What follows belongs to an exercise in optimizing a design on an open flow for small area and a short achievable clock period; a production flow would make more cautious choices. Where RTL was checked, it was by simulation tests only, not by an equivalence proof against the original. The RTL of runs 1 and 2 was laid out without a check of its function. Power figures rest on the tool's default switching activity, not on a simulated workload.

==> design/flow/constraint.sdc <==
create_clock -name core_clock -period 11.0 [get_ports {clk}]
set_input_delay 2.2000 -clock core_clock [delete_from_list [all_inputs] [get_ports {clk}]]
set_output_delay 2.2000 -clock core_clock [all_outputs]
set_load 0.01 [all_outputs]
==> design/flow/run.sh <==
#!/bin/bash
# synth_recipe.tcl (not shown) runs the flow's synth.tcl, then flattens the netlist and writes it again
# the make line also repeats each setting of config.mk as NAME=value (left out here)
make -C /OpenROAD-flow-scripts/flow DESIGN_CONFIG=/design/flow/config.mk WORK_HOME=/design/flow/orfs CLKGATE_MAP_FILE= SYNTH_SCRIPT=/design/flow/synth_recipe.tcl finish
==> design/flow/design.v <==
module proc ( 
   halt, imem_addr, dmem_addr, dmem_wdata, dmem_rd, dmem_wr,
   clk, rst, imem_data, dmem_rdata
   );
   input clk;
   input rst;
   output [15:0] imem_addr;
   input  [15:0] imem_data;
   output [15:0] dmem_addr;
   output [15:0] dmem_wdata;
   output        dmem_rd;
   output        dmem_wr;
   input  [15:0] dmem_rdata;
   output        halt;
   localparam [15:0] NOP = 16'h0800;
   reg [15:0] pc, if_ins, if_pc2;
   reg        if_halt;
   reg        k_inva, k_invb, k_cin, k_sum, k_andn, k_xor, k_sh, k_btr, k_seq, k_lt, k_sco, k_lbi, k_slbi;
   reg [1:0]  k_sht;
   reg        k_bnez, k_beqz, k_bltz, k_bgez;
   reg        ex_nsf, ex_jal, ex_nstu, ex_nraw;
   reg [2:0]  ex_dst;
   reg        ex_fwd, ex_m2r, ex_pcsrc, ex_rd, ex_wr, ex_pcimm, ex_jump, ex_halt, ex_link;
   reg [15:0] ex_pc2, ex_imm, ex_rd1, ex_rd2;
   reg        aM, aW, aR;           
   reg        bM, bW, bR, bI;       
   reg        dM, dW, dR;           
   reg [15:0] mem_alu, mem_rd2, mem_pc2;
   reg [2:0]  mem_dst;
   reg        mem_fwd, mem_jal, mem_nstu, mem_nraw, mem_link, mem_m2r, mem_rd, mem_wr, mem_halt, mem_bt;
   reg [15:0] wb_data, wb_pc2;
   reg [2:0]  wb_dst;
   reg        wb_fwd, wb_jal, wb_nraw, wb_link, wb_halt;
   reg [15:0] r0, r1, r2, r3, r4, r5, r6, r7;
   wire [15:0] I = if_ins;
   wire [4:0]  iop = I[15:11];
   reg        c_we, c_pcsrc, c_src2, c_pcimm, c_jump;
   reg [1:0]  c_rdst;
   reg [2:0]  c_sesel;
   always @* begin
      c_we = 1'b0; c_pcsrc = 1'b0; c_src2 = 1'b0; c_pcimm = 1'b0; c_jump = 1'b0;
      c_rdst = 2'b00; c_sesel = 3'b000;
      casez (iop)
        5'b01000, 5'b01001: begin c_rdst = 2'b01; c_sesel = 3'b010; c_we = 1'b1; end
        5'b01010, 5'b01011, 5'b101??: begin c_rdst = 2'b01; c_we = 1'b1; end
        5'b10000: begin c_sesel = 3'b010; end
        5'b10001: begin c_rdst = 2'b01; c_sesel = 3'b010; c_we = 1'b1; end
        5'b10011: begin c_rdst = 2'b10; c_sesel = 3'b010; c_we = 1'b1; end
        5'b11001: begin c_sesel = 3'b010; c_we = 1'b1; end
        5'b1101?, 5'b111??: begin c_we = 1'b1; c_src2 = 1'b1; end
        5'b011??: begin c_pcsrc = 1'b1; c_sesel = 3'b100; end
        5'b11000, 5'b10010: begin c_rdst = 2'b10; c_sesel = 3'b100; c_we = 1'b1; end
        5'b00100: begin c_pcsrc = 1'b1; c_sesel = 3'b110; c_pcimm = 1'b1; end
        5'b00101: begin c_pcsrc = 1'b1; c_sesel = 3'b100; c_jump = 1'b1; end
        5'b00110: begin c_rdst = 2'b11; c_pcsrc = 1'b1; c_sesel = 3'b110; c_we = 1'b1; c_pcimm = 1'b1; end
        5'b00111: begin c_rdst = 2'b11; c_pcsrc = 1'b1; c_sesel = 3'b100; c_we = 1'b1; c_jump = 1'b1; end
        5'b00010: begin c_rdst = 2'b01; end
        default: ;
      endcase
   end
   reg [15:0] imm;
   always @* begin
      case (c_sesel)
        3'b000:  imm = {11'b0, I[4:0]};
        3'b001:  imm = {8'b0, I[7:0]};
        3'b010:  imm = {{11{I[4]}}, I[4:0]};
        3'b100:  imm = {{8{I[7]}}, I[7:0]};
        default: imm = {{5{I[10]}}, I[10:0]};
      endcase
   end
   wire [1:0] fn = I[1:0];
   wire d_rr   = iop == 5'b11011;
   wire d_rs   = iop == 5'b11010;
   wire d_sub  = (iop == 5'b01000) | (d_rr & fn == 2'b01);
   wire d_slt  = iop == 5'b11101;
   wire d_sle  = iop == 5'b11110;
   wire d_add  = (iop == 5'b01001) | (iop == 5'b10000) | (iop == 5'b10001) | (iop == 5'b10011) |
                 (iop == 5'b00101) | (iop == 5'b00111) | (d_rr & fn == 2'b00);
   wire d_andn = (iop == 5'b01010) | (d_rr & fn == 2'b11);
   wire d_xor  = (iop == 5'b01011) | (d_rr & fn == 2'b10);
   wire d_sh   = (iop[4:2] == 3'b101) | d_rs;
   wire [1:0] d_sht = d_rs ? fn : iop[1:0];
   wire d_btr  = iop == 5'b11001;
   wire d_seq  = iop == 5'b11100;
   wire d_sco  = iop == 5'b11111;
   wire d_lbi  = iop == 5'b11000;
   wire d_slbi = iop == 5'b10010;
   wire d_br   = iop[4:2] == 3'b011;
   reg [2:0] dst_u;
   always @* begin
      case (c_rdst)
        2'b00: dst_u = I[4:2];
        2'b01: dst_u = I[7:5];
        2'b10: dst_u = I[10:8];
        default: dst_u = 3'b111;
      endcase
   end
   wire [15:0] rd2f = ({16{dM}} & mem_alu) | ({16{dW}} & wb_data) | ({16{dR}} & ex_rd2);
   wire [15:0] a    = ({16{aM}} & mem_alu) | ({16{aW}} & wb_data) | ({16{aR}} & ex_rd1);
   wire [15:0] b    = ({16{bM}} & mem_alu) | ({16{bW}} & wb_data) | ({16{bR}} & ex_rd2) | ({16{bI}} & ex_imm);
   wire [15:0] addA = a ^ {16{k_inva}};
   wire [15:0] addB = b ^ {16{k_invb}};
   wire        cin  = k_cin;
   wire [16:0] sum  = {1'b0, addA} + {1'b0, addB} + {16'b0, cin};
   wire        lt   = (a[15] == b[15]) ? sum[15] : (a[15] & ~b[15]);
   wire [3:0]  cnt   = b[3:0];
   wire [1:0]  shty  = k_sht;
   wire        right = shty[1];
   wire [15:0] a_pre = right ? {a[14:0], a[15]} : a;
   wire [3:0]  amt   = cnt ^ {4{right}};
   wire [31:0] dbl   = {a_pre, a_pre} << amt;
   wire [15:0] rot   = dbl[31:16];
   wire [15:0] ones  = 16'hffff;
   wire [15:0] mskl  = ones << cnt;
   wire [15:0] mskr  = ones >> cnt;
   wire [15:0] shres = rot & (shty == 2'b01 ? mskl : (shty == 2'b11 ? mskr : ones));
   wire [15:0] btr;
   genvar gi;
   generate for (gi = 0; gi < 16; gi = gi + 1) begin : g_btr
      assign btr[gi] = a[15-gi];
   end endgenerate
   wire [15:0] aluout =
        ({16{k_sum}}  & sum[15:0]) |
        ({16{k_andn}} & (a & ~b)) |
        ({16{k_xor}}  & (a ^ b)) |
        ({16{k_sh}}   & shres) |
        ({16{k_btr}}  & btr) |
        ({16{k_lbi}}  & b) |
        ({16{k_slbi}} & {a[7:0], b[7:0]}) |
        {15'b0, (k_seq & (a == b)) | (k_lt & lt) | (k_sco & sum[16])};
   wire a_zero = (aM & (mem_alu == 16'b0)) | (aW & (wb_data == 16'b0)) | (aR & (ex_rd1 == 16'b0));
   wire muxsel = (k_bnez & ~a_zero) | (k_beqz & a_zero) | (k_bltz & a[15]) | (k_bgez & ~a[15]);
   wire [15:0] target = ex_pc2 + ex_imm;
   wire hz_jal = wb_jal & (iop == 5'b10000) & (I[7:5] == 3'b111);
   wire hz_wb0 = (iop != 5'b00001) & wb_fwd & ((wb_dst == I[10:8]) | (wb_dst == I[7:5]));
   wire ld_stall = ex_m2r & ((ex_dst == I[7:5]) | (ex_dst == I[10:8]));
   wire isH0     = hz_jal | hz_wb0 | ld_stall;      
   wire isH1     = hz_jal | ld_stall;               
   wire flush    = muxsel | isH0;
   wire bubble_chk = flush | (iop == 5'b00001);
   wire ex_kill    = mem_bt & bubble_chk;
   wire is_st      = (iop == 5'b10000) | (iop == 5'b10011);
   wire fA_d  = (iop != 5'b11000) & ~ex_kill & ex_fwd & (ex_dst == I[10:8]);
   wire fA_d0 = (iop != 5'b11000) & ~(mem_bt & (isH0 | (iop == 5'b00001))) & ex_fwd & (ex_dst == I[10:8]);
   wire fB_d  = (I[15:14] == 2'b11) & (iop != 5'b11000) & (iop != 5'b11001) & ~ex_kill & ex_fwd & (ex_dst == I[7:5]);
   wire sF_d  = is_st & (ex_dst == I[7:5]) & ~ex_nsf;
   wire fAm_d = (iop != 5'b11000) & mem_fwd & (mem_dst == I[10:8]);
   wire fBm_d = (I[15:14] == 2'b11) & (iop != 5'b11000) & mem_fwd & (mem_dst == I[7:5]);
   wire sFm_d = is_st & (mem_dst == I[7:5]) & ~mem_nstu;
   wire src2_d = ~flush & c_src2;
   wire fBs_d  = fB_d & src2_d;
   wire dM_d = sF_d;
   wire dW_d = ~sF_d & sFm_d;
   wire dR_d = ~sF_d & ~sFm_d;
   wire aM_d = fA_d;
   wire aW_d = ~fA_d & fAm_d;
   wire aR_d = ~fA_d & ~fAm_d;
   wire bM_d = fBs_d | (~fBm_d & src2_d & dM_d);
   wire bW_d = ~fBs_d & (fBm_d | (src2_d & dW_d));
   wire bR_d = ~fBs_d & ~fBm_d & src2_d & dR_d;
   wire bI_d = ~fBs_d & ~fBm_d & ~src2_d;
   reg [15:0] rf_a, rf_b;
   always @* begin
      case (I[10:8])
        3'd0: rf_a = r0; 3'd1: rf_a = r1; 3'd2: rf_a = r2; 3'd3: rf_a = r3;
        3'd4: rf_a = r4; 3'd5: rf_a = r5; 3'd6: rf_a = r6; default: rf_a = r7;
      endcase
      case (I[7:5])
        3'd0: rf_b = r0; 3'd1: rf_b = r1; 3'd2: rf_b = r2; 3'd3: rf_b = r3;
        3'd4: rf_b = r4; 3'd5: rf_b = r5; 3'd6: rf_b = r6; default: rf_b = r7;
      endcase
   end
   wire raw = (I[10:8] == wb_dst) & (I[10:8] != 3'b000) & ~wb_nraw;
   wire [15:0] rd1_d = raw ? wb_pc2 : rf_a;
   wire [15:0] pcp2 = pc + 16'd2;
   wire pcimm_u0 = ~isH0 & c_pcimm;
   wire jump_u0  = ~isH0 & c_jump;
   wire pcsrc_u0 = ~isH0 & c_pcsrc;
   wire fF0 = ~pcimm_u0 & ~jump_u0 & ~ex_pcimm & ~ex_jump & (imem_data[15:11] == 5'b00000);
   wire [15:0] ifpc_in0 = (c_jump | c_pcimm | isH0) ? if_pc2 : pcp2;
   wire [15:0] pc_nb0   = isH0 ? if_pc2 : ((ex_pcsrc | (fA_d0 & pcsrc_u0)) ? (fF0 ? pc : ifpc_in0) : pcp2);
   wire [15:0] pc_br    = isH1 ? if_pc2 : target;
   wire [15:0] pc_d     = ex_jump ? sum[15:0] : (ex_pcimm ? target : (muxsel ? pc_br : pc_nb0));
   wire        redirect = ex_jump | ex_pcimm | muxsel;
   wire [15:0] if_pc2_d = ex_jump ? pc :
                          ((c_jump | c_pcimm) ? if_pc2 :
                           (muxsel ? (isH1 ? if_pc2 : pcp2) : (isH0 ? if_pc2 : pcp2)));
   wire [15:0] if_in0   = (fF0 & ~isH0) ? NOP : (isH0 ? I : imem_data);
   wire        if_kill0 = (ex_pcimm | ex_jump) | ((pcimm_u0 | jump_u0) & (I[10:0] != 11'b0)) |
                          (ex_pcimm != pcimm_u0);
   wire [15:0] if_ins_d = (muxsel | if_kill0) ? NOP : if_in0;
   wire        if_halt_d = ~muxsel & ~isH0 & fF0;
   wire        rf_we = wb_fwd | wb_jal;
   wire [15:0] rf_wd = wb_link ? wb_pc2 : wb_data;
   always @(posedge clk) begin
      if (rst) begin
         pc <= 16'b0; if_ins <= 16'b0; if_halt <= 1'b0;
         ex_dst <= 3'b0;
         k_inva <= 1'b0; k_invb <= 1'b0; k_cin <= 1'b0; k_sum <= 1'b0; k_andn <= 1'b0; k_xor <= 1'b0;
         k_sh <= 1'b0; k_btr <= 1'b0; k_seq <= 1'b0; k_lt <= 1'b0; k_sco <= 1'b0; k_lbi <= 1'b0; k_slbi <= 1'b0;
         k_bnez <= 1'b0; k_beqz <= 1'b0; k_bltz <= 1'b0; k_bgez <= 1'b0;
         ex_nsf <= 1'b0; ex_jal <= 1'b0; ex_nstu <= 1'b0; ex_nraw <= 1'b0;
         ex_fwd <= 1'b0; ex_m2r <= 1'b0; ex_pcsrc <= 1'b0; ex_rd <= 1'b0; ex_wr <= 1'b0;
         ex_pcimm <= 1'b0; ex_jump <= 1'b0; ex_halt <= 1'b0; ex_link <= 1'b0;
         aM <= 1'b0; aW <= 1'b0; aR <= 1'b1;
         bM <= 1'b0; bW <= 1'b0; bR <= 1'b0; bI <= 1'b1;
         dM <= 1'b0; dW <= 1'b0; dR <= 1'b1;
         mem_dst <= 3'b0;
         mem_fwd <= 1'b0; mem_jal <= 1'b0; mem_nstu <= 1'b0; mem_nraw <= 1'b0; mem_link <= 1'b0;
         mem_m2r <= 1'b0; mem_rd <= 1'b0; mem_wr <= 1'b0; mem_halt <= 1'b0; mem_bt <= 1'b0;
         wb_dst <= 3'b0;
         wb_fwd <= 1'b0; wb_jal <= 1'b0; wb_nraw <= 1'b0; wb_link <= 1'b0; wb_halt <= 1'b0;
      end else begin
         pc      <= pc_d;
         if_ins  <= if_ins_d;
         if_halt <= if_halt_d;
         k_inva   <= ~flush & d_sub;
         k_invb   <= ~flush & (d_slt | d_sle);
         k_cin    <= ~flush & (d_sub | d_slt);
         k_sum    <= ~flush & (d_add | d_sub);
         k_andn   <= ~flush & d_andn;
         k_xor    <= ~flush & d_xor;
         k_sh     <= ~flush & d_sh;
         k_btr    <= ~flush & d_btr;
         k_seq    <= ~flush & d_seq;
         k_lt     <= ~flush & (d_slt | d_sle);
         k_sco    <= ~flush & d_sco;
         k_lbi    <= ~flush & d_lbi;
         k_slbi   <= ~flush & d_slbi;
         k_bnez   <= ~flush & d_br & (iop[1:0] == 2'b00);
         k_beqz   <= ~flush & d_br & (iop[1:0] == 2'b01);
         k_bltz   <= ~flush & d_br & (iop[1:0] == 2'b10);
         k_bgez   <= ~flush & d_br & (iop[1:0] == 2'b11);
         ex_nsf   <= flush | (iop == 5'b10000) | (iop == 5'b10001) | (iop == 5'b00001);
         ex_jal   <= ~flush & (iop == 5'b00110);
         ex_nstu  <= flush | (iop == 5'b10000) | (iop == 5'b00001);
         ex_nraw  <= ~flush & (d_br | (iop == 5'b10000) | (iop == 5'b00101) | (iop == 5'b00100));
         ex_dst   <= flush ? ((muxsel & ~isH1 & c_rdst == 2'b11) ? 3'b111 : 3'b000) : dst_u;
         ex_fwd   <= ~flush & c_we & (iop != 5'b00110);
         ex_m2r   <= ~flush & (iop == 5'b10001);
         ex_pcsrc <= ~flush & c_pcsrc;
         ex_rd    <= ~flush & (iop == 5'b10001);
         ex_wr    <= ~flush & is_st;
         ex_pcimm <= ~flush & c_pcimm;
         ex_jump  <= ~flush & c_jump;
         ex_halt  <= ~redirect & if_halt;
         ex_link  <= (muxsel ? ~isH1 : ~isH0) & (c_rdst == 2'b11);
         aM <= aM_d; aW <= aW_d; aR <= aR_d;
         bM <= bM_d; bW <= bW_d; bR <= bR_d; bI <= bI_d;
         dM <= dM_d; dW <= dW_d; dR <= dR_d;
         mem_dst  <= ex_dst;
         mem_fwd  <= ex_fwd;
         mem_jal  <= ex_jal;
         mem_nstu <= ex_nstu;
         mem_nraw <= ex_nraw;
         mem_link <= ex_link;
         mem_m2r  <= ex_m2r;
         mem_rd   <= ex_rd;
         mem_wr   <= ex_wr;
         mem_halt <= ex_halt;
         mem_bt   <= muxsel;
         wb_dst   <= mem_dst;
         wb_fwd   <= mem_fwd;
         wb_jal   <= mem_jal;
         wb_nraw  <= mem_nraw;
         wb_link  <= mem_link;
         wb_halt  <= mem_halt;
      end
   end
   always @(posedge clk) begin
         if_pc2  <= if_pc2_d;
         k_sht    <= d_sht;
         ex_pc2   <= if_pc2;
         ex_imm   <= imm;
         ex_rd1   <= rd1_d;
         ex_rd2   <= rf_b;
         mem_alu  <= aluout;
         mem_rd2  <= rd2f;
         mem_pc2  <= ex_pc2;
         wb_data  <= mem_m2r ? dmem_rdata : mem_alu;
         wb_pc2   <= mem_pc2;
   end
   wire [15:0] rf_wdr = rf_wd & {16{~rst}};
   wire [7:0]  rf_en;
   genvar gr;
   generate for (gr = 0; gr < 8; gr = gr + 1) begin : g_rfen
      assign rf_en[gr] = rst | (rf_we & (wb_dst == gr));
   end endgenerate
   always @(posedge clk) begin
      if (rf_en[0]) r0 <= rf_wdr;
      if (rf_en[1]) r1 <= rf_wdr;
      if (rf_en[2]) r2 <= rf_wdr;
      if (rf_en[3]) r3 <= rf_wdr;
      if (rf_en[4]) r4 <= rf_wdr;
      if (rf_en[5]) r5 <= rf_wdr;
      if (rf_en[6]) r6 <= rf_wdr;
      if (rf_en[7]) r7 <= rf_wdr;
   end
   assign imem_addr  = pc;
   assign dmem_addr  = mem_alu;
   assign dmem_wdata = mem_rd2;
   assign dmem_rd    = mem_rd;
   assign dmem_wr    = mem_wr;
   assign halt       = wb_halt;
endmodule
==> design/flow/config.mk <==
export PLATFORM = sky130hd
export DESIGN_NAME = proc
export DESIGN_NICKNAME = proc
export VERILOG_FILES = /design/flow/design.v
export SDC_FILE = /design/flow/constraint.sdc
export NUM_CORES = 4
export LEC_CHECK = 0
export CAP_MARGIN = 60
export CORE_MARGIN = 2
export CORE_UTILIZATION = 60
export SETUP_SLACK_MARGIN = 5
export SLEW_MARGIN = 60
==> key figures, run 1 <==
Status
  – Outcome: timing/DRC/antenna clean

Clock tree
  – Latest clock arrival within the worst-skew pair: 580 ps
  – Post-CTS Resized: 0
  – Clock transition at the registers of the reported paths: 60 ps
  – CTS H-tree depth: 2
  – Worst-case clock buffer depth: 3
  – CTS sink count: about 380
  – CTS buffer count: 41
  – Hold_buf cts: 0
  – Root Buffer: clkbuf_16
  – Post-CTS setup buffer count: 0
  – CTS tree: built

Timing
  – RSZ-0062 raised after global routing: no
  – Hold Slack: 328 ps
  – Setup WS post-layout: ~6300 ps
  – Maximum clock frequency: about 210 MHz
  – Setup TNS: 0 ps
  – Min cycle time layout: between 4000 and 5000 ps
  – Final setup viols: 0
  – Period utilisation layout: 42.4%
  – Clock Skew: between 20 and 25 ps
  – Relative slew slack: between 50% and 60%
  – Slew Limit Fails: 0
  – Worst slew pin tran: 607 ps
  – Fin. Hold Viols: 0

Detailed routing
  – Routed Antenna Nets: 0
  – DRT Pass-1 Iters: 9
  – Avg Vias per Cell: 6.82
  – Detailed-route via count: 16.5k
  – First DRT Iteration DRCs: 2511
  – DRC viols: 0
  – Final WL: 62500 um
  – DR WL/cell: roughly 26 um

Power
  – Clk pwr share: 32.1%
  – Net Sw Power: 1560 uW
  – PwrDens: 209 nW/um2
  – P_leak: between 0.008 and 0.009 uW
  – Switching part of the total power: 33.3%
  – Sequential power share: 40.7%
  – Comb pwr share: 27.2%
  – P_int: 3110 uW
  – Final Power: 4670 uW
  – VDD IR max: 0.146 mV

Synthesis
  – EDFF count, synth: around 140
  – Synth top area share: 24.2%
  – Post-synthesis cell type count: between 90 and 100
  – Area contributors post-synth: dfxtp_1 (24%), edfxtp_1 (22%), xnor2_1 (3.4%), nand2_1 (3.4%), a21oi_1 (3.3%)
  – Mapped Cells: 1935
  – Synth Cell Area: 19400 um2
  – Main synth FF type: dfxtp_1
  – Syn_area_per_cell: about 10 um2
  – Warnings, synthesis: 1
  – Async SR Flop Fraction: 0%
  – Count leader, synth: dfxtp_1
  – Synth area leader: dfxtp_1
  – Synth Register Bits: roughly 380
  – Top post-synthesis cells by count: dfxtp_1 (235), nand2_1 (174), edfxtp_1 (144)
  – Sequential fraction of the synthesis area: 46.4%
  – Synth Net Count: 2019

Worst setup path
  – CP max FO: 18
  – Worst reg2reg path depth: 13
  – Setup crit start kind: input port
  – Flop2flop setup slack: roughly 6700 ps
  – CP endpoint kind: flip-flop
  – Crit path DAT: 5130 ps
  – Crit Path Class: input port to flip-flop
  – Reg2reg end: pc[14]
  – Worst Path Required: 11470 ps
  – Reg-to-reg critical path startpoint: bI

Placement
  – Post-DP HPWL: 44400 um
  – Final GP Congestion: 0.964
  – Place WS: 5760 ps
  – Buffers added on ports: 84

GRT
  – Total track usage: 36.9%
  – Initial antenna violation count: 2
  – Most Crowded Layer GR: met2
  – M2 GR Usage: 56.8%
  – GR Util met1: around 50%
  – Largest net degree at the start of global routing: 58
  – GR Util met3: 8.84%
  – Total global routing overflow: 0
  – First-pass GRT wire length: 94600 um
  – Number of global-route vias before repair: 15.7k

Floorplanning
  – Die Area: 33900 um2
  – Initial Util: roughly 60%
  – Core area: around 32000 um2
  – Number of I/O pins: between 80 and 90
  – Die height: 184 um
  – Rows: 65
  – DIE WIDTH: between 150 and 200 um

Worst hold path
  – Hold endpoint: wb_pc2[7]
  – Hold path depth: 0
  – HP Start: mem_pc2[7]
  – Worst hold path class: flip-flop to flip-flop

Job
  – Maxcap violations: 0

Layout
  – Final net count: 2067
  – Post-layout util: 70.3%
  – Layout cells sized above 1: 13.5%
  – Area grow syn2layout: 14.7%
kinds of logic (layout without fill, tap and decap cells):
family / count (synthesis) / in the layout / synth area share [%]
AND/OR/NAND/NOR: 512 / 512 / 12.8
buffers and inverters: 212 / 292 / 4.44
other: 0 / 1 / 0
adder cells (fa/ha/maj): 50 / 50 / 3.33
flip-flops: 379 / 379 / 46.4
XOR/XNOR: 106 / 106 / 4.81
multiplexers: 128 / 128 / 8.64
AO/OA/AOI/OAI: 548 / 548 / 19.5
stage by stage:
| stage | instance area, um2 | instances |
|---|---|---|
| global placement | 20600 | 2328 |
| global route | 22300 | 2417 |
| detailed placement | 20700 | 2340 |
| floorplan | 19400 | 1935 |
| CTS | 22200 | 2415 |
| finish | 22300 | 2418 |
worst max-delay path, stage by stage:
cell and delay (ps):
clkdlybuf4s50_1 410, or4_1 550, or3_1 380, or3_1 410
nor3_2 150, nand4_2 400, nand2_1 310, a211oi_1 70
a22o_1 250
cells in the final DEF, fill, tap and decap left out, types with 15 or more instances in the layout:
master | netlist | routed
nor2_1 | 123 | 113
buf_4 | 1 | 36
xor2_1 | 29 | 29
clkbuf_16 | 0 | 45
nand4_1 | 17 | 17
a21oi_1 | 127 | 127
o21ai_0 | 98 | 96
a22o_1 | 18 | 18
o22ai_1 | 15 | 15
a221oi_1 | 24 | 22
a22oi_1 | 37 | 37
nand2_1 | 174 | 172
a222oi_1 | 35 | 35
nor2b_1 | 32 | 32
inv_1 | 70 | 67
a211oi_1 | 22 | 22
edfxtp_1 | 144 | 144
nand3_1 | 37 | 35
mux2_2 | 38 | 38
dfxtp_1 | 235 | 210
ha_1 | 47 | 47
dfxtp_2 | 0 | 23
mux4_2 | 27 | 27
o211ai_1 | 17 | 17
xnor2_1 | 76 | 74
a31oi_1 | 20 | 20
mux2i_1 | 61 | 61
nor3_1 | 32 | 32
clkdlybuf4s50_1 | 0 | 83
layout make-up:
cell class	count	area (um2)
multi-input combinational	1344	9710
fill	2365	9420
sequential	379	9060
timing repair buffer	140	1240
clock buffer	57	1210
tap	402	503
inverter	77	289
clock inverter	18	278
antenna	1	2.50
per-layer routing:
layer / up-vias / wire length (um)
met5: - / 23
met4: 4 / 2170
met3: 163 / 6790
met2: 1023 / 27900
met1: 7953 / 25700
li1: 7341 / -
worst max-delay path by stage:
stage,start,to,slack [ps],cells after the start
after floorplan,imem_data[12],pc[7],6700,8
after global placement,imem_data[12],pc[7],5810,9
after detailed placement,imem_data[12],pc[7],5760,9
after CTS,imem_data[12],pc[7],6360,9
after global routing,imem_data[13],pc[7],6230,9
final,imem_data[12],pc[7],6330,9
power groups by stage:
stage / Clock, uW / Combinational, uW / Sequential [uW]
global placement: 0 / 1200 / 1910
floorplan: 0 / 832 / 1800
detailed placement: 0 / 1230 / 1910
finish: 1500 / 1270 / 1900
CTS: 1500 / 1240 / 1880
global route: 1560 / 1370 / 1910
==> run 2, diff against run 1 <==
--- a/design/flow/design.v
+++ b/design/flow/design.v
@@ -132,4 +132,5 @@
    wire muxsel = (k_bnez & ~a_zero) | (k_beqz & a_zero) | (k_bltz & a[15]) | (k_bgez & ~a[15]);
    wire [15:0] target = ex_pc2 + ex_imm;
+   wire [15:0] jr_target = a + ex_imm;
    wire hz_jal = wb_jal & (iop == 5'b10000) & (I[7:5] == 3'b111);
    wire hz_wb0 = (iop != 5'b00001) & wb_fwd & ((wb_dst == I[10:8]) | (wb_dst == I[7:5]));
@@ -177,18 +178,22 @@
    wire jump_u0  = ~isH0 & c_jump;
    wire pcsrc_u0 = ~isH0 & c_pcsrc;
-   wire fF0 = ~pcimm_u0 & ~jump_u0 & ~ex_pcimm & ~ex_jump & (imem_data[15:11] == 5'b00000);
+   wire imem_halt = imem_data[15:11] == 5'b00000;
+   wire fF0r = ~pcimm_u0 & ~jump_u0 & ~ex_pcimm & ~ex_jump;
+   wire fF0  = fF0r & imem_halt;
    wire [15:0] ifpc_in0 = (c_jump | c_pcimm | isH0) ? if_pc2 : pcp2;
-   wire [15:0] pc_nb0   = isH0 ? if_pc2 : ((ex_pcsrc | (fA_d0 & pcsrc_u0)) ? (fF0 ? pc : ifpc_in0) : pcp2);
+   wire        sel_m1   = ex_pcsrc | (fA_d0 & pcsrc_u0);
+   wire [15:0] pc_nb0x  = isH0 ? if_pc2 : (sel_m1 ? ifpc_in0 : pcp2);
+   wire [15:0] pc_nb0   = (imem_halt & fF0r & ~isH0 & sel_m1) ? pc : pc_nb0x;
    wire [15:0] pc_br    = isH1 ? if_pc2 : target;
-   wire [15:0] pc_d     = ex_jump ? sum[15:0] : (ex_pcimm ? target : (muxsel ? pc_br : pc_nb0));
+   wire [15:0] pc_d     = ex_jump ? jr_target : (ex_pcimm ? target : (muxsel ? pc_br : pc_nb0));
    wire        redirect = ex_jump | ex_pcimm | muxsel;
    wire [15:0] if_pc2_d = ex_jump ? pc :
                           ((c_jump | c_pcimm) ? if_pc2 :
                            (muxsel ? (isH1 ? if_pc2 : pcp2) : (isH0 ? if_pc2 : pcp2)));
-   wire [15:0] if_in0   = (fF0 & ~isH0) ? NOP : (isH0 ? I : imem_data);
+   wire [15:0] if_in0   = isH0 ? I : ((imem_halt & fF0r) ? NOP : imem_data);
    wire        if_kill0 = (ex_pcimm | ex_jump) | ((pcimm_u0 | jump_u0) & (I[10:0] != 11'b0)) |
                           (ex_pcimm != pcimm_u0);
    wire [15:0] if_ins_d = (muxsel | if_kill0) ? NOP : if_in0;
-   wire        if_halt_d = ~muxsel & ~isH0 & fF0;
+   wire        if_halt_d = ~muxsel & ~isH0 & fF0r & imem_halt;
    wire        rf_we = wb_fwd | wb_jal;
    wire [15:0] rf_wd = wb_link ? wb_pc2 : wb_data;
==> design/flow/flow/run.sh (new file) <==
#!/bin/bash
# The standard layout (the standard.sh: standard synthesis, floorplan,
# placement, CTS, routing) with two changes to how the layout is made:
#  - timing repair aims for a larger setup slack at the design's clock period
#    (the SDC and its clock are unchanged);
#  - every input and output port still gets a buffer, but a plain buf_2
#    instead of the delay cell buffer_ports picks by default.
set -euo pipefail
export SETUP_SLACK_MARGIN=7.8
export BUFFER_PORTS_ARGS="-buffer_cell sky130_fd_sc_hd__buf_2"
bash standard.sh > standard_flow.log 2>&1
==> design/flow/standard.sh (new file) <==
#!/bin/bash
# synth_recipe.tcl (not shown) runs the flow's synth.tcl, then flattens the netlist and writes it again
# the make line also repeats each setting of config.mk as NAME=value (left out here)
make -C /OpenROAD-flow-scripts/flow DESIGN_CONFIG=/design/flow/config.mk WORK_HOME=/design/flow/orfs CLKGATE_MAP_FILE= SYNTH_SCRIPT=/design/flow/synth_recipe.tcl "${@:-finish}"
--- a/design/flow/config.mk
+++ b/design/flow/config.mk
@@ -9,4 +9,4 @@
 export CORE_MARGIN = 2
 export CORE_UTILIZATION = 60
-export SETUP_SLACK_MARGIN = 5
+export CTS_BUF_LIST = sky130_fd_sc_hd__clkbuf_8
 export SLEW_MARGIN = 60
removed: design/flow/run.sh
==> run 2 against run 1 <==
Compared with the run above:
- still clean
- routed wire length increased by 8.9%
- clock power decreased by 15%
- total power is 16% higher
- area after synthesis up 4.4%
- first-iteration DRC count is 14% lower
- global-route usage rose by 0.83 points
- critical path type unchanged
- largest power group is now combinational cells
- highest routed layer is now met4
==> key figures, run 2 <==
Status
  – Outcome: timing/DRC/antenna clean

Power
  – Comb pwr share: roughly two fifths
  – Net Sw Power: between 2000 and 2500 uW
  – P_leak: 0.00985 uW
  – Clk pwr share: a little under a quarter
  – Switching part of the total power: around two fifths
  – PwrDens: 224 nW/um2
  – P_int: 3340 uW
  – Final Power: 5430 uW
  – VDD IR max: ~0.14 mV
  – Sequential power share: 38.1%

Layout
  – Multi-input gate area: 11000 um2
  – Fillers: around 2.4k
  – Most common cell after layout, fill and taps aside: nand2_1
  – Most frequent cells in the layout: nand2_1 (185), dfxtp_1 (164), nor2_1 (146)
  – Post-layout util: 72.4%
  – Final std cells w/o fill: 2711
  – FF+latch area: a little over 9000 um2
  – Design area: 24200 um2
  – Final net count: 2312
  – Layout cells sized above 1: 25.6%
  – Area grow syn2layout: 19.4%

Floorplanning
  – Initial Util: 60.6%
  – Number of I/O pins: 85
  – Core area: 33400 um2
  – Die height: roughly 190 um
  – DIE WIDTH: roughly 190 um
  – Die Area: ~35000 um2
  – Rows: 67

Worst setup path
  – Crit path DAT: 4030 ps
  – Slowest stage delay, CP: 430 ps
  – Worst path cell trace: buf_8 -> nor3_4 -> nand3_2 -> or2_4 -> or3b_4 -> buf_12 -> or3_4 -> nor2_1 -> a211oi_1
  – Crit Path Class: input port to flip-flop
  – Worst Path Required: roughly 12000 ps
  – Reg-to-reg critical path startpoint: wb_data[12]
  – CP endpoint kind: flip-flop
  – Flop2flop setup slack: 7650 ps
  – Stages on worst setup path: 9
  – Worst reg2reg path depth: 12
  – CP bufs+invs: 2
  – Crit path from: imem_data[12]
  – Reg2reg end: pc[15]
  – CP max FO: 7
  – Critical Path End: pc[7]
  – Setup crit start kind: input port
  – CP max-delay cell: or3b_4
  – Crit path max-delay family: simple AND/OR/NAND/NOR gates

Synthesis
  – Synth Register Bits: between 300 and 400
  – Synth area leader: dfxtp_1
  – Area contributors post-synth: dfxtp_1 (23%), edfxtp_1 (21%), ha_1 (3.8%), xnor2_1 (3.5%), nand2_1 (3.5%)
  – EDFF count, synth: 144
  – Synth Cell Area: 20300 um2
  – Main synth FF type: dfxtp_1
  – Count leader, synth: dfxtp_1
  – Synth Net Count: 2177
  – Async SR Flop Fraction: 0%
  – Top post-synthesis cells by count: dfxtp_1 (235), nand2_1 (188), nor2_1 (162)
  – Warnings, synthesis: 1
  – Mapped Cells: 2077
  – Sequential fraction of the synthesis area: 44.5%
  – Post-synthesis cell type count: 80
  – Synth top area share: 23.2%
  – Syn_area_per_cell: 9.77 um2

Detailed routing
  – Final WL: 68100 um
  – DR WL/cell: 25.1 um
  – Routed Antenna Nets: 0
  – DRT Pass-1 Iters: 13
  – First DRT Iteration DRCs: between 2k and 2.5k
  – Avg Vias per Cell: 6.68
  – Detailed-route via count: 18.1k
  – DRC viols: 0

GRT
  – Most Crowded Layer GR: met2
  – First-pass GRT wire length: 102000 um
  – Largest net degree at the start of global routing: 59
  – Total global routing overflow: 0
  – M2 GR Usage: approximately 58%
  – Total track usage: 37.7%
  – GR Util met3: under 10%
  – Initial antenna violation count: 0
  – Number of global-route vias before repair: 16.8k
  – GR Util met1: 52.9%

Timing
  – Final setup viols: 0
  – Clock Skew: roughly 37 ps
  – Setup TNS: 0 ps
  – Period utilisation layout: 31.8%
  – Maximum clock frequency: around 290 MHz
  – Fin. Hold Viols: 0
  – RSZ-0062 raised after global routing: yes
  – Slew Limit Fails: 0
  – Worst slew pin tran: 599 ps
  – Relative slew slack: about 60%
  – Min cycle time layout: 3500 ps

Clock tree
  – Root Buffer: clkbuf_8
  – Latest clock arrival within the worst-skew pair: 680 ps
  – Clock transition at the registers of the reported paths: 70 ps
  – CTS sink count: around 380
  – CTS tree: built
  – Worst-case clock buffer depth: 3
  – CTS H-tree depth: 2
  – CTS buffer count: 60

Placement
  – Cell Count Post-Placement: 2498
  – Post-DP HPWL: 47100 um
  – Final GP Congestion: 0.978
  – Buffers added on ports: 84
  – Placed Area: 21300 um2

Worst hold path
  – Hold path depth: 0
  – Worst hold path class: flip-flop to flip-flop
  – HP Start: mem_pc2[8]

Job
  – Maxcap violations: 0
-- run 2: worst min path at each step --
stage / endpoint
after global routing: wb_pc2[0]
after global placement: wb_pc2[13]
after floorplan: wb_pc2[0]
after detailed placement: wb_pc2[13]
final: wb_pc2[8]
after CTS: wb_pc2[8]
-- run 2: metrics by stage --
step	setup slack, ps	hold WS [ps]
floorplan	7100	310
global placement	5930	313
detailed placement	6610	313
CTS	7580	325
global route	7450	330
finish	7500	302
-- run 2: logic make-up after synthesis --
logic type | count (synthesis) | synth area share (%)
AO/OA/AOI/OAI | 529 | 18.2
XOR/XNOR | 121 | 5.30
adder cells (fa/ha/maj) | 66 | 4.22
buffers and inverters | 236 | 4.66
flip-flops | 379 | 44.5
multiplexers | 141 | 9.04
AND/OR/NAND/NOR | 605 | 14.0
-- run 2: layout make-up --
cell class              count  area share, %
inverters                  90           1.62
multi-input cells        1464           45.5
clock inverters            40           1.22
clock buffers              72           4.09
well taps                 448           2.31
flip-flops and latches    379           38.1
repair buffers            216           7.13
repair inverters            1         0.0362
diodes                      1         0.0103
-- run 2: power by group through the flow --
stage	Sequential, uW	Clock [uW]	Combinational [uW]
after floorplan	1940	0	1290
after global placement	2090	0	1700
after detailed placement	2090	0	1750
after CTS	2040	1280	1910
after global routing	2080	1340	2230
final	2070	1270	2080
-- run 2: what timing repair did --
item                       in CTS  in global routing
resized for setup             146                 80
setup endpoints to repair     263                128
buffers inserted               50                 41
hold buffers                    0                  0
pin swaps                      18                 43
gates cloned                    2                  1
-- run 2: per-layer routing --
metal	wire length, um	part of all wire (%)
met4	2900	4.3
met5	0	0
met3	7080	10
met1	27800	41
met2	30400	45
==> run 3, diff against run 2 <==
--- a/design/flow/design.v
+++ b/design/flow/design.v
@@ -132,5 +132,4 @@
    wire muxsel = (k_bnez & ~a_zero) | (k_beqz & a_zero) | (k_bltz & a[15]) | (k_bgez & ~a[15]);
    wire [15:0] target = ex_pc2 + ex_imm;
-   wire [15:0] jr_target = a + ex_imm;
    wire hz_jal = wb_jal & (iop == 5'b10000) & (I[7:5] == 3'b111);
    wire hz_wb0 = (iop != 5'b00001) & wb_fwd & ((wb_dst == I[10:8]) | (wb_dst == I[7:5]));
@@ -186,5 +185,5 @@
    wire [15:0] pc_nb0   = (imem_halt & fF0r & ~isH0 & sel_m1) ? pc : pc_nb0x;
    wire [15:0] pc_br    = isH1 ? if_pc2 : target;
-   wire [15:0] pc_d     = ex_jump ? jr_target : (ex_pcimm ? target : (muxsel ? pc_br : pc_nb0));
+   wire [15:0] pc_d     = ex_jump ? sum[15:0] : (ex_pcimm ? target : (muxsel ? pc_br : pc_nb0));
    wire        redirect = ex_jump | ex_pcimm | muxsel;
    wire [15:0] if_pc2_d = ex_jump ? pc :
--- a/design/flow/flow/run.sh
+++ b/design/flow/flow/run.sh
@@ -7,5 +7,5 @@
 #    instead of the delay cell buffer_ports picks by default.
 set -euo pipefail
-export SETUP_SLACK_MARGIN=7.8
+export SETUP_SLACK_MARGIN=7.5
 export BUFFER_PORTS_ARGS="-buffer_cell sky130_fd_sc_hd__buf_2"
 bash standard.sh > standard_flow.log 2>&1
==> run 3 against run 2 <==
Compared with the run above:
- die area fell by 4.1%
- cell count fell by 7.7%
- register-to-register slack got worse by 50 ps
- global-route usage rose by 0.098 points
- clock power rose by 4%
- design area fell by 8.4%
- critical path depth fell by 8
- largest power group is now registers
- via count fell by 6.6%
==> key figures, run 3 <==
Power
  – Final Power: 4520 uW
  – Clk pwr share: slightly below 30%
  – Net Sw Power: 1580 uW
  – PwrDens: 204 nW/um2
  – P_leak: slightly below 0.009 uW
  – Switching part of the total power: roughly a third
  – Comb pwr share: approximately 29%
  – VDD IR max: 0.180 mV
  – P_int: 2940 uW
  – Sequential power share: about two fifths

Timing
  – Period utilisation layout: between 30% and 40%
  – Maximum clock frequency: around 290 MHz
  – Setup TNS: 0 ps
  – Min cycle time layout: 3490 ps
  – Slew Limit Fails: 0
  – Final setup viols: 0
  – Relative slew slack: between 50 and 60%
  – Worst slew pin tran: 665 ps
  – Fin. Hold Viols: 0
  – RSZ-0062 raised after global routing: yes
  – Clock Skew: 27.7 ps

Floorplanning
  – Initial Util: between 60 and 70%
  – Rows: 65
  – Number of I/O pins: between 80 and 90
  – Die height: 184 um
  – Core area: 31700 um2
  – Die Area: 33800 um2
  – DIE WIDTH: 184 um

Detailed routing
  – Final WL: 64000 um
  – DRC viols: 0
  – DR WL/cell: roughly 26 um
  – Avg Vias per Cell: 6.76
  – Detailed-route via count: 16.9k
  – Routed Antenna Nets: 0
  – First DRT Iteration DRCs: 2671
  – DRT Pass-1 Iters: 9

Synthesis
  – Area contributors post-synth: dfxtp_1 (24%), edfxtp_1 (22%), nand2_1 (3.7%), mux2i_1 (3.5%), mux4_2 (3.2%)
  – Synth Cell Area: 19400 um2
  – Syn_area_per_cell: 9.87 um2
  – Main synth FF type: dfxtp_1
  – EDFF count, synth: 144
  – Post-synthesis cell type count: 79
  – Mapped Cells: 1968
  – Async SR Flop Fraction: 0%
  – Synth Register Bits: 379
  – Synth area leader: dfxtp_1
  – Count leader, synth: dfxtp_1
  – Top post-synthesis cells by count: dfxtp_1 (235), nand2_1 (193), nor2_1 (146)
  – Synth top area share: 24.2%
  – Synth Net Count: 2052
  – Warnings, synthesis: 1
  – Sequential fraction of the synthesis area: 46.5%

Worst setup path
  – Crit path max-delay family: flip-flops
  – Crit Path Class: flip-flop to output port
  – CP bufs+invs: 1
  – CP max FO: 6
  – Worst reg2reg path depth: 14
  – Crit path DAT: 1290 ps
  – Reg-to-reg critical path startpoint: aM
  – CP endpoint kind: output port
  – Flop2flop setup slack: 7600 ps
  – Worst Path Required: 8800 ps
  – Setup crit start kind: flip-flop
  – Reg2reg end: pc[14]
  – Slowest stage delay, CP: between 400 and 500 ps
  – CP max-delay cell: dfxtp_2
  – Worst path cell trace: buf_2

Clock tree
  – CTS buffer count: 60
  – Worst-case clock buffer depth: 3
  – Hold_buf cts: 0
  – Latest clock arrival within the worst-skew pair: 680 ps
  – CTS sink count: 379
  – Clock transition at the registers of the reported paths: 60 ps
  – Root Buffer: clkbuf_8
  – CTS H-tree depth: 2
  – CTS tree: built

GRT
  – Initial antenna violation count: 0
  – First-pass GRT wire length: 96200 um
  – Number of global-route vias before repair: about 16k
  – Total track usage: 37.8%
  – Largest net degree at the start of global routing: 63
  – Total global routing overflow: 0

Placement
  – Post-DP HPWL: between 40000 and 50000 um
  – Final GP Congestion: 1.00
  – Buffers added on ports: 84

Status
  – Outcome: timing/DRC/antenna clean

Layout
  – Most frequent cells in the layout: nand2_1 (190), dfxtp_1 (179), edfxtp_1 (144)
  – Area grow syn2layout: 14.2%
  – Fillers: 2483
  – Final net count: between 2k and 2.5k
  – Layout cells sized above 1: 21.2%
  – Most common cell after layout, fill and taps aside: nand2_1

Worst hold path
  – Hold endpoint: wb_pc2[14]
  – Worst hold path class: flip-flop to flip-flop
  – HP Start: mem_pc2[14]
  – Hold path depth: 0

Job
  – Maxcap violations: 0
[run 3: layout make-up]
cell class              instances  area, um2  share of cell area [%]
well taps                     402        503                    2.27
diodes                          1       2.50                  0.0113
inverters                      84        328                    1.48
clock inverters                38        349                    1.57
multi-input cells            1370       9880                    44.6
repair buffers                156       1000                    4.52
flip-flops and latches        379       9130                    41.2
clock buffers                  71        977                    4.41
[run 3: worst max path at each step]
| stage | start | end | slack, ps | cells after the start |
|---|---|---|---|---|
| floorplan | imem_data[12] | pc[5] | 7020 | 10 |
| global placement | rst | r5[11] | 6590 | 4 |
| detailed placement | imem_data[12] | pc[5] | 6550 | 9 |
| CTS | imem_data[14] | pc[5] | 7410 | 9 |
| global route | imem_data[13] | pc[5] | 7430 | 9 |
| finish | mem_alu[2] | dmem_addr[2] | 7510 | 1 |
[run 3: kinds of logic after synthesis]
kind of cell | Yosys count | synth area share [%]
AND/OR/NAND/NOR | 597 | 14.5
AO/OA/AOI/OAI | 483 | 17.2
flip-flops | 379 | 46.5
buffers and inverters | 219 | 4.73
multiplexers | 134 | 8.95
XOR/XNOR | 106 | 4.82
adder cells (fa/ha/maj) | 50 | 3.34
[run 3: layer usage]
metal / GRT usage (%) / wire length (um) / part of all wire (%) / vias to the layer above
li1: - / - / - / 7446
met1: 52.3 / 26000 / 41 / 8127
met3: 8.08 / 6980 / 11 / 203
met4: 16.3 / 2950 / 4.6 / 0
met2: 57.5 / 28100 / 44 / 1126
met5: 0 / 0 / 0 / -
[run 3: what timing repair did]
action / CTS / global route
pin swaps: 12 / 17
gates resized for setup: 62 / 41
setup endpoints to repair: 54 / 119
buffers inserted: 8 / 15
[run 3: metrics by stage]
stage	cells	util [%]	hold WS, ps	cell area, um2	setup slack, ps
6_report	2501	69.9	331	22200	7510
3_3_place_gp	2348	63.1	315	20000	6590
3_5_place_dp	2365	64.0	315	20300	6550
5_1_grt	2500	69.9	333	22200	7430
2_1_floorplan	1968	-	310	19500	7020
4_1_cts	2482	68.8	332	21800	7410
[run 3: power groups by stage]
stage	Sequential [uW]	Clock, uW	Combinational (uW)
2_1_floorplan	1800	0	833
3_3_place_gp	1910	0	1170
3_5_place_dp	1910	0	1200
4_1_cts	1880	1330	1220
5_1_grt	1910	1390	1400
6_report	1900	1320	1300
==> run 4, diff against run 3 <==
--- a/design/flow/design.v
+++ b/design/flow/design.v
@@ -183,7 +183,8 @@
    wire        sel_m1   = ex_pcsrc | (fA_d0 & pcsrc_u0);
    wire [15:0] pc_nb0x  = isH0 ? if_pc2 : (sel_m1 ? ifpc_in0 : pcp2);
-   wire [15:0] pc_nb0   = (imem_halt & fF0r & ~isH0 & sel_m1) ? pc : pc_nb0x;
    wire [15:0] pc_br    = isH1 ? if_pc2 : target;
-   wire [15:0] pc_d     = ex_jump ? sum[15:0] : (ex_pcimm ? target : (muxsel ? pc_br : pc_nb0));
+   wire [15:0] pc_oth   = ex_jump ? sum[15:0] : (ex_pcimm ? target : (muxsel ? pc_br : pc_nb0x));
+   wire        pc_hold  = fF0r & ~isH0 & sel_m1 & ~muxsel;
+   wire [15:0] pc_d     = (imem_halt & pc_hold) ? pc : pc_oth;
    wire        redirect = ex_jump | ex_pcimm | muxsel;
    wire [15:0] if_pc2_d = ex_jump ? pc :
==> run 4 against run 3 <==
Compared with the run above:
- clock-buffer cell count down 1
- sequential power about the same
- total power down 1.2%
- design area up 0.43%
- clock skew about the same
- sequential cell count unchanged
- area after synthesis up 0.81%
- hold slack worse by 11 ps
- critical path type unchanged
- highest routed layer is now met5
==> key figures, run 4 <==
Status
  – Outcome: timing/DRC/antenna clean

Worst setup path
  – CP bufs+invs: 1
  – Crit Path Class: flip-flop to output port
  – Worst Path Required: 8800 ps
  – Slowest stage delay, CP: roughly 500 ps
  – CP endpoint kind: output port
  – Worst path cell trace: buf_2
  – CP max FO: 6
  – Setup crit start kind: flip-flop
  – Crit path max-delay family: flip-flops
  – CP max-delay cell: dfxtp_1
  – Crit path DAT: 1280 ps

Timing
  – Clock Skew: between 20 and 30 ps
  – Setup WS post-layout: 7520 ps
  – Setup TNS: 0 ps
  – Final setup viols: 0
  – Slew Limit Fails: 0
  – Relative slew slack: 60.9%
  – Maximum clock frequency: 287 MHz
  – Min cycle time layout: 3480 ps
  – Period utilisation layout: 31.6%
  – Fin. Hold Viols: 0
  – RSZ-0062 raised after global routing: yes
  – Worst slew pin tran: 585 ps

Synthesis
  – Largest family of logic cells by synthesized area: compound AO/OA/AOI/OAI gates
  – Top post-synthesis cells by count: dfxtp_1 (235), nand2_1 (159), nor2_1 (146)
  – Async SR Flop Fraction: 0%
  – Main synth FF type: dfxtp_1
  – Count leader, synth: dfxtp_1
  – Adder-Cell Fraction of Synth Area: 3.31%
  – Warnings, synthesis: 1
  – Compound-Gate Fraction of Synth Area: a little under a fifth
  – Mux share of post-synthesis cell area: 9.21%
  – Synth top area share: 24.0%
  – Mapped Cells: 1930
  – Synth Net Count: a little over 2k
  – Sequential fraction of the synthesis area: 46.1%
  – Post-Synth Simple-Gate Area: 13.3%
  – Synth Register Bits: 379
  – Post-synthesis cell type count: 95
  – Area contributors post-synth: dfxtp_1 (24%), edfxtp_1 (22%), mux4_2 (3.9%), xnor2_1 (3.1%), nand2_1 (3.0%)
  – Synth Cell Area: 19600 um2
  – EDFF count, synth: ~140
  – Post-Synth XOR/XNOR Area: between 4 and 5%
  – Syn_area_per_cell: 10.1 um2
  – Synth area leader: dfxtp_1

Floorplanning
  – Initial Util: roughly three fifths
  – DIE WIDTH: approximately 180 um
  – Core area: 32400 um2
  – Rows: 66
  – Die Area: 34100 um2
  – Die height: 185 um
  – Number of I/O pins: 85

Placement
  – Post-DP HPWL: 46100 um
  – Buffers added on ports: 84
  – Final GP Congestion: slightly above 1
  – Place WS: 6900 ps

Layout
  – Layout cells sized above 1: 21.8%
  – Most common cell after layout, fill and taps aside: dfxtp_1
  – Post-layout util: 68.8%
  – Final net count: 2111
  – Most frequent cells in the layout: dfxtp_1 (189), nand2_1 (156), edfxtp_1 (144)
  – Diode count: 0
  – Area grow syn2layout: 13.7%

Power
  – Clk pwr share: 28.4%
  – P_int: 2890 uW
  – Sequential power share: 42.5%
  – Comb pwr share: 29.2%
  – VDD IR max: 0.134 mV
  – Net Sw Power: 1580 uW
  – Switching part of the total power: 35.4%
  – PwrDens: roughly 200 nW/um2
  – P_leak: just under 0.009 uW

Detailed routing
  – Detailed-route via count: 16.7k
  – DRT Pass-1 Iters: 7
  – Final WL: ~64000 um
  – DRC viols: 0
  – Avg Vias per Cell: 6.62
  – DR WL/cell: 25.3 um
  – First DRT Iteration DRCs: 2169
  – Routed Antenna Nets: 0

Clock tree
  – Worst-case clock buffer depth: 3
  – CTS H-tree depth: 3
  – CTS tree: built
  – CTS sink count: between 300 and 400
  – Hold_buf cts: 0
  – CTS buffer count: 66
  – Root Buffer: clkbuf_8
  – Latest clock arrival within the worst-skew pair: ~600 ps
  – Clock transition at the registers of the reported paths: 60 ps

GRT
  – Number of global-route vias before repair: roughly 16k
  – Largest net degree at the start of global routing: 56
  – Initial antenna violation count: 2
  – Total track usage: about 37%
  – Total global routing overflow: 0
  – First-pass GRT wire length: 94300 um

Job
  – Maxcap violations: 0

Worst hold path
  – Worst hold path class: flip-flop to flip-flop
==> run 4: what timing repair did <==
item | CTS | global route
endpoints found under the setup margin | 37 | 52
pin swaps | 7 | 10
gates cloned | 0 | 1
buffers inserted | 7 | 7
hold endpoints to repair | 0 | 0
resized for setup | 25 | 29
==> run 4: final timing paths <==
check             start  slack [ps]  cells past startpoint           end
max          mem_alu[8]        7520                      1  dmem_addr[8]
max reg2reg          bR        7590                     11    mem_alu[0]
min reg2reg  mem_pc2[8]         320                      0     wb_pc2[8]
min          mem_pc2[8]         320                      0     wb_pc2[8]
==> run 4: routing by layer <==
layer	GRT usage (%)	vias up	wire length, um
met5	0	-	9
met4	13.1	2	2360
met3	7.69	170	6680
met2	57.6	1055	28600
met1	51.0	8027	26000
li1	-	7417	-
==> run 4: stage by stage <==
stage               total power (uW)  instances  hold WS [ps]  area, um2
global placement                3080       2354           312      20300
finish                          4470       2519           320      22300
detailed placement              3130       2381           312      20600
floorplan                       2650       1930           310      19700
CTS                             4400       2506           324      22000
global route                    4640       2519           327      22300
==> run 4: power groups by stage <==
stage                     Combinational [uW]  Clock, uW  Sequential [uW]
after floorplan                          843          0             1800
after global placement                  1180          0             1910
after detailed placement                1220          0             1910
after CTS                               1240       1280             1880
after global routing                    1390       1340             1900
final                                   1300       1270             1900
==> run 4: area by class of cell <==
class | instances | area, um2
Clock inverter | 48 | 327
Multi-Input combinational cell | 1337 | 10000
Inverter | 84 | 325
Tap cell | 442 | 553
Fill cell | 2532 | 10100
Timing Repair Buffer | 159 | 970
Sequential cell | 379 | 9100
Clock buffer | 70 | 963
==> run 4: logic make-up (layout without fill, tap and decap cells) <==
group	Yosys count	count (layout)
AOI/OAI and AO/OA	514	514
xor gates and xnor gates	104	104
DFF	379	379
adders and majority gates	50	50
muxes	132	132
and+or+nand+nor	536	537
buffers and inverters	215	361
==> run 5, diff against run 4 <==
--- a/design/flow/flow/run.sh
+++ b/design/flow/flow/run.sh
@@ -7,5 +7,5 @@
 #    instead of the delay cell buffer_ports picks by default.
 set -euo pipefail
-export SETUP_SLACK_MARGIN=7.5
+export SETUP_SLACK_MARGIN=7.65
 export BUFFER_PORTS_ARGS="-buffer_cell sky130_fd_sc_hd__buf_2"
 bash standard.sh > standard_flow.log 2>&1
==> run 5 against run 4 <==
Compared with the run above:
- non-clock buffer count is 56 higher
- first-iteration DRC count is 2.9% higher
- die area unchanged
==> key figures, run 5 <==
Status
  – Outcome: timing/DRC/antenna clean

Synthesis
  – Post-Synth Simple-Gate Area: 13.3%
  – Largest family of logic cells by synthesized area: compound AO/OA/AOI/OAI gates
  – Adder-Cell Fraction of Synth Area: 3.31%
  – Synth top area share: 24.0%
  – Top post-synthesis cells by count: dfxtp_1 (235), nand2_1 (159), nor2_1 (146)
  – Area contributors post-synth: dfxtp_1 (24%), edfxtp_1 (22%), mux4_2 (3.9%), xnor2_1 (3.1%), nand2_1 (3.0%)
  – Compound-Gate Fraction of Synth Area: 18.5%
  – EDFF count, synth: 144
  – Synth area leader: dfxtp_1
  – Warnings, synthesis: 1
  – Synth Cell Area: 19600 um2
  – Mapped Cells: 1930
  – Synth Net Count: between 2k and 2.5k
  – Post-synthesis cell type count: 95
  – Post-Synth XOR/XNOR Area: between 4 and 5%
  – Main synth FF type: dfxtp_1
  – Syn_area_per_cell: a little over 10 um2
  – Sequential fraction of the synthesis area: a little under half
  – Count leader, synth: dfxtp_1
  – Mux share of post-synthesis cell area: 9.21%
  – Async SR Flop Fraction: 0%
  – Synth Register Bits: 379

Layout
  – Area grow syn2layout: 17.9%
  – Fillers: 2464
  – Layout cells sized above 1: 26.7%
  – FF+latch area: 9200 um2
  – Multi-input gate area: 10200 um2
  – Most common cell after layout, fill and taps aside: dfxtp_1
  – Most frequent cells in the layout: dfxtp_1 (176), nand2_1 (153), edfxtp_1 (144)
  – Final net count: 2161
  – Diode count: 0

Detailed routing
  – First DRT Iteration DRCs: 2231
  – DRT Pass-1 Iters: 9
  – DR WL/cell: 25.0 um
  – Final WL: 64300 um
  – Avg Vias per Cell: around 6.5
  – DRC viols: 0
  – Detailed-route via count: 16.8k
  – Routed Antenna Nets: 0

Power
  – VDD IR max: 0.132 mV
  – Comb pwr share: 30.8%
  – PwrDens: around 200 nW/um2
  – Sequential power share: 40.9%
  – Net Sw Power: about 1600 uW
  – P_leak: 0.00924 uW
  – Final Power: between 4000 and 5000 uW
  – P_int: 2970 uW
  – Switching part of the total power: 35.3%
  – Clk pwr share: 28.3%

Clock tree
  – CTS sink count: 379
  – CTS H-tree depth: 2
  – CTS buffer count: 60
  – Hold_buf cts: 0
  – Clock transition at the registers of the reported paths: 70 ps
  – Worst-case clock buffer depth: 3
  – Latest clock arrival within the worst-skew pair: about 650 ps
  – Root Buffer: clkbuf_8
  – CTS tree: built

GRT
  – Largest net degree at the start of global routing: 57
  – First-pass GRT wire length: 95500 um
  – Total global routing overflow: 0
  – Total track usage: a little under two fifths
  – Number of global-route vias before repair: ~16k
  – Initial antenna violation count: 0

Timing
  – Hold Slack: 326 ps
  – Relative slew slack: 56.0%
  – Slew Limit Fails: 0
  – RSZ-0062 raised after global routing: yes
  – Setup TNS: 0 ps
  – Clock Skew: 35.6 ps
  – Maximum clock frequency: 285 MHz
  – Period utilisation layout: 31.9%
  – Worst slew pin tran: 660 ps
  – Final setup viols: 0
  – Fin. Hold Viols: 0
  – Min cycle time layout: 3510 ps

Worst setup path
  – Setup crit start kind: flip-flop
  – CP max FO: 6
  – Crit Path Class: flip-flop to flip-flop
  – Crit path DAT: 4010 ps
  – Worst Path Required: roughly 12000 ps
  – CP endpoint kind: flip-flop

Placement
  – Buffers added on ports: 84
  – Post-DP HPWL: 45100 um
  – Final GP Congestion: 0.965

Floorplanning
  – Die height: 185 um
  – Initial Util: 60.5%
  – Rows: 66
  – Die Area: 34100 um2
  – Core area: 32400 um2
  – Number of I/O pins: 85
  – DIE WIDTH: 185 um

Worst hold path
  – Worst hold path class: flip-flop to flip-flop

Job
  – Maxcap violations: 0
-- run 5: cell counts after synthesis --
Identical to the previous run, type by type.
-- run 5: per-stage QoR --
step           utilization [%]  setup slack (ps)  area [um2]  instances
2_1_floorplan                -              7560       19800       1930
3_3_place_gp              62.7              6380       20300       2352
3_5_place_dp              63.7              6630       20600       2384
4_1_cts                   69.8              7630       22600       2544
5_1_grt                   71.3              7410       23100       2571
6_report                  71.3              7490       23100       2571
-- run 5: critical path, cell delays in order (launching register included) --
cell and delay [ps]:
dfxtp_4 370, buf_6 130, a222oi_1 440, buf_4 210, xnor2_2 80, ha_1 330, nor2b_4 130, o31a_1 270
o311ai_4 350, o31a_1 240, o21a_2 220, o311ai_4 170, a311o_1 400
-- run 5: cells by family after synthesis --
| kind of cell | after synthesis |
|---|---|
| compound gates | 514 |
| xor+xnor | 104 |
| fa+ha+maj | 50 |
| buf+inv | 215 |
| flops | 379 |
| mux | 132 |
| simple gates | 536 |
-- run 5: worst paths after layout --
kind,startpoint,end,slack (ps),depth (start not counted)
setup / recovery,aM,mem_alu[0],7490,12
hold / removal,mem_pc2[10],wb_pc2[10],330,0
setup reg to reg,aM,mem_alu[0],7490,12
hold reg to reg,mem_pc2[10],wb_pc2[10],330,0
-- run 5: metal layers --
metal / up-vias / part of all wire [%] / GRT usage, %
met1: 8108 / 40 / 50.1
met4: 0 / 3.9 / 13.5
met2: 1003 / 45 / 58.8
met3: 200 / 10 / 8.63
li1: 7515 / - / -
met5: - / 0 / 0
-- run 5: cell type report --
type                       count  share of cell area [%]
timing repair buffer         215                    6.39
multi-input combinational   1337                    44.2
inverter                      84                    1.45
tap                          442                    2.40
clock inverter                42                    1.40
sequential                   379                    39.9
clock buffer                  72                    4.29
-- run 5: power groups by stage --
stage / Clock [uW] / Combinational, uW / Sequential [uW]
floorplan: 0 / 847 / 1800
global placement: 0 / 1170 / 1910
detailed placement: 0 / 1210 / 1910
CTS: 1300 / 1300 / 1860
global route: 1360 / 1510 / 1880
finish: 1300 / 1410 / 1880
-- run 5: what timing repair did --
| item | 4_1_cts | 5_1_grt |
|---|---|---|
| pin swaps | 16 | 41 |
| resized for setup | 108 | 61 |
| setup buffers | 45 | 27 |
| gates cloned | 1 | 0 |
| endpoints found under the setup margin | 147 | 65 |
==> run 6, diff against run 5 <==
--- a/design/flow/flow/run.sh
+++ b/design/flow/flow/run.sh
@@ -7,5 +7,5 @@
 #    instead of the delay cell buffer_ports picks by default.
 set -euo pipefail
-export SETUP_SLACK_MARGIN=7.65
+export SETUP_SLACK_MARGIN=7.5
 export BUFFER_PORTS_ARGS="-buffer_cell sky130_fd_sc_hd__buf_2"
 bash standard.sh > standard_flow.log 2>&1
--- a/design/flow/config.mk
+++ b/design/flow/config.mk
@@ -9,4 +9,6 @@
 export CORE_MARGIN = 2
 export CORE_UTILIZATION = 60
-export CTS_BUF_LIST = sky130_fd_sc_hd__clkbuf_8
+export CTS_BUF_LIST = sky130_fd_sc_hd__clkbuf_16
+export CTS_CLUSTER_DIAMETER = 100
+export CTS_CLUSTER_SIZE = 30
 export SLEW_MARGIN = 60
==> run 6 against run 5 <==
Compared with the run above:
- still clean on timing, DRC and antenna
- sequential power barely moved
- synthesized cell count did not move
- hold slack improved by 13 ps
- non-clock buffer count fell by 54
- design area fell by 7.0%
- largest cell class unchanged
- largest power group unchanged
==> key figures, run 6 <==
Worst setup path
  – Flop2flop setup slack: 7580 ps
  – Crit path max-delay family: flip-flops
  – Crit path DAT: 1290 ps
  – CP bufs+invs: 1
  – CP endpoint kind: output port
  – Worst path cell trace: buf_2
  – Worst Path Required: 8800 ps
  – Worst reg2reg path depth: 11
  – Slowest stage delay, CP: 540 ps
  – CP max FO: 7
  – Setup crit start kind: flip-flop
  – Reg-to-reg critical path startpoint: mem_alu[3]
  – CP max-delay cell: dfxtp_1
  – Crit Path Class: flip-flop to output port
  – Crit path from: pc[3]
  – Reg2reg end: mem_alu[0]

Synthesis
  – Mapped Cells: between 1.5k and 2k
  – Synth Net Count: just over 2k
  – Count leader, synth: dfxtp_1
  – Synth Register Bits: approximately 380
  – Syn_area_per_cell: 10.1 um2
  – Synth top area share: 24.0%
  – Main synth FF type: dfxtp_1
  – Area contributors post-synth: dfxtp_1 (24%), edfxtp_1 (22%), mux4_2 (3.9%), xnor2_1 (3.1%), nand2_1 (3.0%)
  – Post-synthesis cell type count: 95
  – EDFF count, synth: ~140
  – Sequential fraction of the synthesis area: 46.1%
  – Synth Cell Area: 19600 um2
  – Warnings, synthesis: 1
  – Async SR Flop Fraction: 0%
  – Top post-synthesis cells by count: dfxtp_1 (235), nand2_1 (159), nor2_1 (146)
  – Synth area leader: dfxtp_1

Timing
  – RSZ-0062 raised after global routing: yes
  – Slew Limit Fails: 0
  – Period utilisation layout: 31.7%
  – Clock Skew: 30.4 ps
  – Setup TNS: 0 ps
  – Fin. Hold Viols: 0
  – Final setup viols: 0
  – Maximum clock frequency: roughly 290 MHz
  – Min cycle time layout: 3490 ps
  – Relative slew slack: 57.3%
  – Worst slew pin tran: 635 ps

Clock tree
  – Worst-case clock buffer depth: 3
  – Latest clock arrival within the worst-skew pair: 550 ps
  – CTS H-tree depth: 1
  – CTS sink count: 379
  – Root Buffer: clkbuf_16
  – Hold_buf cts: 0
  – Clock transition at the registers of the reported paths: between 100 and 150 ps
  – CTS tree: built
  – CTS buffer count: 17

Detailed routing
  – Detailed-route via count: 16.3k
  – DRT Pass-1 Iters: 10
  – First DRT Iteration DRCs: 2157
  – Avg Vias per Cell: ~6.7
  – Routed Antenna Nets: 0
  – DRC viols: 0
  – Final WL: 62700 um
  – DR WL/cell: 25.8 um

Floorplanning
  – DIE WIDTH: about 180 um
  – Initial Util: 60.5%
  – Die height: 185 um
  – Core area: 32400 um2
  – Number of I/O pins: 85
  – Die Area: approximately 34000 um2
  – Rows: 66

Power
  – PwrDens: 184 nW/um2
  – P_leak: 0.00840 uW
  – VDD IR max: 0.173 mV
  – Final Power: 3950 uW

Layout
  – Diode count: 0
  – Most frequent cells in the layout: dfxtp_1 (203), nand2_1 (156), edfxtp_1 (144)
  – Layout cells sized above 1: between 10% and 20%
  – Most common cell after layout, fill and taps aside: dfxtp_1
  – Fillers: 2625
  – Final net count: 2064
  – Area grow syn2layout: 9.58%

GRT
  – M2 GR Usage: a little under three fifths
  – Largest net degree at the start of global routing: between 50 and 60
  – Most Crowded Layer GR: met2
  – First-pass GRT wire length: a little over 90000 um
  – Initial antenna violation count: 1
  – Total track usage: 36.2%
  – GR Util met3: under 10%
  – Total global routing overflow: 0
  – GR Util met1: 51.4%
  – Number of global-route vias before repair: 15.2k

Job
  – Maxcap violations: 0

Placement
  – Final GP Congestion: 1.01
  – Buffers added on ports: between 80 and 90
  – Post-DP HPWL: 46100 um

Worst hold path
  – HP Start: mem_pc2[11]
  – Hold path depth: 0
  – Worst hold path class: flip-flop to flip-flop
  – Hold endpoint: wb_pc2[11]

Status
  – Outcome: timing/DRC/antenna clean
-- run 6: changes by cell type in the layout (fill, tap and decap cells not counted), moves of 6 or more --
cell	before	now
buf_4	99	47
dfxtp_4	40	7
buf_6	15	6
clkinv_2	13	0
dfxtp_1	176	203
clkbuf_8	73	0
dfxtp_2	19	25
clkbuf_16	0	17
xnor2_1	60	66
clkinv_1	6	0
-- run 6: layout make-up --
cell class | count | area, um2 | area share, %
Sequential cell | 379 | 9090 | 42.3
Timing Repair Buffer | 161 | 962 | 4.48
Multi-Input combinational cell | 1337 | 10000 | 46.7
Tap cell | 442 | 553 | 2.58
Clock inverter | 13 | 90.1 | 0.420
Clock buffer | 17 | 425 | 1.98
Inverter | 84 | 325 | 1.52
-- run 6: worst max path at each step --
| stage | end | slack, ps | depth (start not counted) |
|---|---|---|---|
| 2_1_floorplan | mem_alu[13] | 7520 | 14 |
| 3_3_place_gp | pc[15] | 6800 | 13 |
| 3_5_place_dp | pc[15] | 6900 | 13 |
| 4_1_cts | mem_alu[0] | 7500 | 11 |
| 5_1_grt | pc[9] | 7460 | 10 |
| 6_report | imem_addr[3] | 7510 | 1 |
-- run 6: through the flow --
stage	setup slack (ps)	hold slack, ps	std cells	util [%]	cell area [um2]
floorplan	7520	310	1930	-	19700
global placement	6800	312	2354	62.7	20300
detailed placement	6900	312	2381	63.7	20600
CTS	7500	338	2420	65.7	21300
global route	7460	338	2433	66.3	21500
finish	7510	339	2433	66.3	21500
-- run 6: cells by family after synthesis --
logic type      count (synthesis)  synth area share, %
buf+inv                       215                 4.87
flops                         379                 46.1
simple gates                  536                 13.3
xor+xnor                      104                 4.73
fa+ha+maj                      50                 3.31
compound gates                514                 18.5
mux                           132                 9.21
-- run 6: timing repair --
item                       in CTS  in global routing
setup endpoints to repair      32                 38
setup buffers                   8                  9
hold endpoints to repair        0                  0
gates cloned                    1                  0
gates resized for setup        25                 15
pin swaps                       9                  8
-- run 6: report_power, final --
part	internal, uW	switching (uW)	leakage, uW
Sequential	1670	224	0.00345
Clock	299	459	0.000285
Combinational	526	772	0.00467
-- run 6: layer usage --
| layer | share of wire [%] | wire length, um |
|---|---|---|
| met1 | 41 | 25700 |
| met2 | 45 | 28300 |
| met5 | 0 | 0 |
| met3 | 10 | 6340 |
| met4 | 3.8 | 2410 |

[port drivers added, routing unchanged]
Ports are ideal in the flow. The routed layouts listed here were re-timed in OpenROAD. Step 1: set_driving_cell puts a clkbuf_16 on clk and a buf_2 on each other input, an assumption about the parent block. Step 2 also shifts input and output timing later by t, the mid clock arrival at the registers, as if the neighbouring blocks saw the same clock. Slacks: no drivers / after step 1 / after step 2; pairs: no drivers / after step 1.
run	t, ns	slack for setup (ns)
run 1	0.616	6.332 / 6.363 / 5.747
run 2	0.716	7.501 / 7.511 / 6.796
run 3	0.710	7.514 / 7.466 / 6.828
run 4	0.638	7.519 / 7.468 / 7.180
run 5	0.687	7.494 / 7.480 / 7.090
run 6	0.584	7.515 / 7.461 / 7.164
After both steps setup and hold are still met in every run listed.
